From an optimization exercise on the open Yosys and OpenROAD flow, aimed at small area, a short achievable clock period and few clock cycles per item; shortcuts taken in it are not production practice.
RTL that was checked went through simulation tests only; none was proved equivalent to the original.

== v6 ==
==> flow/design.v <==
`timescale 1ns / 1ps
module divider#(
  parameter WIDTH    = 32,
  parameter CACHING  =  0,
  parameter INIT_VLD =  0
)(
  input clk,
  input rst,
  input start,
  input      [WIDTH-1:0] dividend,
  input      [WIDTH-1:0] divisor,
  output reg [WIDTH-1:0] quotient,
  output     [WIDTH-1:0] remainder,
  output reg zeroErr,
  output valid
);
  reg [31:0] rem;
  reg [31:0] dsr;
  reg [4:0]  cnt;
  reg [4:0]  zbr;
  reg        align;
  reg        busy;
  reg        vld;
  wire [5:0]  za;
  wire [5:0]  zb;
  divider_lzc32 u_lza (.x(dividend), .z(za));
  divider_lzc32 u_lzb (.x(divisor), .z(zb));
  wire [31:0] sa;                                 
  divider_smear32 u_sa (.x(dividend), .s(sa));
  wire        zeroDivide = ~|divisor;
  wire        shorter = |(divisor & ~sa);         
  wire        quick = shorter | zeroDivide;
  wire [4:0]  s;
  wire [5:0]  bw;
  wire [31:0] sh [0:5];
  assign bw[0] = 1'b0;
  assign sh[0] = dsr;
  genvar i;
  generate
    for (i = 0; i < 5; i = i + 1) begin : al
      wire eq = zbr[i] ~^ cnt[i];
      assign s[i]    = eq ? bw[i] : ~bw[i];
      assign bw[i+1] = eq ? bw[i] : cnt[i];
      assign sh[i+1] = s[i] ? (sh[i] << (1 << i)) : sh[i];
    end
  endgenerate
  wire [32:0] diff = {1'b0, rem} - {1'b0, dsr};
  wire        ge = ~diff[32];
  wire        last = cnt == 5'd0;
  assign remainder = rem;
  assign valid = vld;
  always @(posedge clk) begin
    if (rst) begin
      align <= 1'b0;
      busy  <= 1'b0;
      vld   <= 1'b0;
    end else if (start) begin
      align <= ~quick;
      busy  <= 1'b0;
      vld   <= quick;
    end else if (align) begin
      align <= 1'b0;
      busy  <= 1'b1;
    end else if (busy && last) begin
      busy  <= 1'b0;
      vld   <= 1'b1;
    end
  end
  always @(posedge clk) begin
    zbr <= zb[4:0];
    cnt <= start ? za[4:0] : align ? s : cnt - 5'd1;
  end
  always @(posedge clk) begin
    if (start) begin
      quotient <= 32'd0;
      zeroErr  <= zeroDivide;
    end else if (busy) begin
      quotient <= {quotient[30:0], ge};
    end
  end
  always @(posedge clk) begin
    if (start)
      rem <= dividend;
    else if (busy && ge)
      rem <= diff[31:0];
  end
  always @(posedge clk) begin
    dsr <= start ? divisor : align ? sh[5] : dsr >> 1;
  end
endmodule
module divider_lzc32 (
  input  [31:0] x,
  output [5:0]  z
);
  wire [15:0] v0;
  wire [15:0] z0;
  wire [7:0]  v1;
  wire [15:0] z1;
  wire [3:0]  v2;
  wire [11:0] z2;
  wire [1:0]  v3;
  wire [7:0]  z3;
  genvar i;
  generate
    for (i = 0; i < 16; i = i + 1) begin : l0
      assign v0[i] = x[2*i+1] | x[2*i];
      assign z0[i] = ~x[2*i+1];
    end
    for (i = 0; i < 8; i = i + 1) begin : l1
      assign v1[i] = v0[2*i+1] | v0[2*i];
      assign z1[2*i+1:2*i] = v0[2*i+1] ? {1'b0, z0[2*i+1]} : {1'b1, z0[2*i]};
    end
    for (i = 0; i < 4; i = i + 1) begin : l2
      assign v2[i] = v1[2*i+1] | v1[2*i];
      assign z2[3*i+2:3*i] = v1[2*i+1] ? {1'b0, z1[4*i+3:4*i+2]} : {1'b1, z1[4*i+1:4*i]};
    end
    for (i = 0; i < 2; i = i + 1) begin : l3
      assign v3[i] = v2[2*i+1] | v2[2*i];
      assign z3[4*i+3:4*i] = v2[2*i+1] ? {1'b0, z2[6*i+5:6*i+3]} : {1'b1, z2[6*i+2:6*i]};
    end
  endgenerate
  wire [4:0] z4 = v3[1] ? {1'b0, z3[7:4]} : {1'b1, z3[3:0]};
  assign z = (v3[1] | v3[0]) ? {1'b0, z4} : 6'd32;
endmodule
module divider_smear32 (
  input  [31:0] x,
  output [31:0] s
);
  wire [31:0] p0 = x;
  wire [31:0] p1 = p0 | {1'b0, p0[31:1]};
  wire [31:0] p2 = p1 | {2'b0, p1[31:2]};
  wire [31:0] p3 = p2 | {4'b0, p2[31:4]};
  wire [31:0] p4 = p3 | {8'b0, p3[31:8]};
  assign s = p4 | {16'b0, p4[31:16]};
endmodule
==> flow/config.mk <==
export PLATFORM = sky130hd
export DESIGN_NAME = divider
export DESIGN_NICKNAME = divider
export VERILOG_FILES = /design/flow/design.v
export SDC_FILE = /design/flow/constraint.sdc
export NUM_CORES = 4
export LEC_CHECK = 0
export CAP_MARGIN = 20
export CORE_MARGIN = 2
export CORE_UTILIZATION = 60
export SETUP_SLACK_MARGIN = 2.0
export SLEW_MARGIN = 20
==> flow/constraint.sdc <==
create_clock -name core_clock -period 5.0 [get_ports {clk}]
set_input_delay 1.0000 -clock core_clock [delete_from_list [all_inputs] [get_ports {clk}]]
set_output_delay 1.0000 -clock core_clock [all_outputs]
set_load 0.01 [all_outputs]
standard.sh (not shown) runs the stock make flow with config.mk's settings and CLKGATE_MAP_FILE= SYNTH_SCRIPT=/design/flow/synth_recipe.tcl, a recipe that flattens the netlist after the stock synthesis.
==> flow/flow/run.sh <==
#!/bin/bash
set -euo pipefail
bash standard.sh "BUFFER_PORTS_ARGS=-buffer_cell sky130_fd_sc_hd__buf_1" finish > make_finish.log 2>&1
Testbench counts of v6, summed over its fixed seeds: cycles 25,920, items 3,200.
For v7, these inputs were changed with respect to v6:
--- a/flow/design.v
+++ b/flow/design.v
@@ -44,9 +44,13 @@
       assign sh[i+1] = s[i] ? (sh[i] << (1 << i)) : sh[i];
     end
   endgenerate
-  wire [32:0] diff = {1'b0, rem} - {1'b0, dsr};
-  wire        ge = ~diff[32];
-  wire        last = cnt == 5'd0;
+  wire [32:0] diff1 = {1'b0, rem} - {1'b0, dsr};
+  wire [32:0] diff2 = {1'b0, rem} - {2'b0, dsr[31:1]};
+  wire        ge1 = ~diff1[32];
+  wire        ge2 = ~diff2[32];
+  wire        k0 = cnt == 5'd0;
+  wire        two = ~ge1 & ~k0;
+  wire        last = k0 | (cnt == 5'd1 & ~ge1);
   assign remainder = rem;
   assign valid = vld;
   always @(posedge clk) begin
@@ -68,24 +72,26 @@
   end
   always @(posedge clk) begin
     zbr <= zb[4:0];
-    cnt <= start ? za[4:0] : align ? s : cnt - 5'd1;
+    cnt <= start ? za[4:0] : align ? s : two ? cnt - 5'd2 : cnt - 5'd1;
   end
   always @(posedge clk) begin
     if (start) begin
       quotient <= 32'd0;
       zeroErr  <= zeroDivide;
     end else if (busy) begin
-      quotient <= {quotient[30:0], ge};
+      quotient <= two ? {quotient[29:0], 1'b0, ge2} : {quotient[30:0], ge1};
     end
   end
   always @(posedge clk) begin
     if (start)
       rem <= dividend;
-    else if (busy && ge)
-      rem <= diff[31:0];
+    else if (busy && ge1)
+      rem <= diff1[31:0];
+    else if (busy && two && ge2)
+      rem <= diff2[31:0];
   end
   always @(posedge clk) begin
-    dsr <= start ? divisor : align ? sh[5] : dsr >> 1;
+    dsr <= start ? divisor : align ? sh[5] : two ? dsr >> 2 : dsr >> 1;
   end
 endmodule
 module divider_lzc32 (
Findings:
- v6 reached the final stage; the timing, DRC and antenna checks on its layout passed.
- v7 ended with every stage complete and zero timing, DRC or antenna violations.
- Summary: with v6 as the reference, site row count in v7 moved up by more than 10%.
- v7: final critical-path required period is 0.28 ns higher than what v6 reported.
- Initial standard-cell utilization of the core (lower): v7
- Re non-clock buffer count: v7 is about 45% up on v6.
- The higher area added between synthesis and finish came out of v7.
- Going from v6 to v7, arrival time of data at the critical path endpoint rose 0.30 ns, maximum frequency from static timing analysis fell 8.4%.
For v7, only the layout was checked, not whether the RTL still works.

afterwards: timing with drivers on the ports:
The flow's constraints put no driver on any port. The routed layouts listed below were extracted and timed again, unchanged, in two steps.
Step 1: set_driving_cell puts a clkbuf_16 on clk and a buf_2 on each other input, an assumption about the parent block.
Step 2 times the ports against the registers' clock, not the clock port: input delays grow and output delays shrink by t, the midpoint of the rising clock arrivals with the driver on.
a / b / c = no drivers / after step 1 / after step 2; a / b = the first two.
run	t, ns	setup WS [ns]	latest minus earliest clock arrival (ns)	worst register clock-pin slew, ns	worst data-port slew with drivers (ns)
v6	0.406	1.954 / 1.954 / 1.747	0.013 / 0.013	0.08 / 0.08	0.06
v7	0.417	1.676 / 1.676 / 1.584	0.022 / 0.022	0.10 / 0.10	0.07
After both steps every run listed still meets setup and hold. For v6, which loses most, drivers alone change the setup slack by 0.000 ns; drivers and shift together by -0.207 ns.
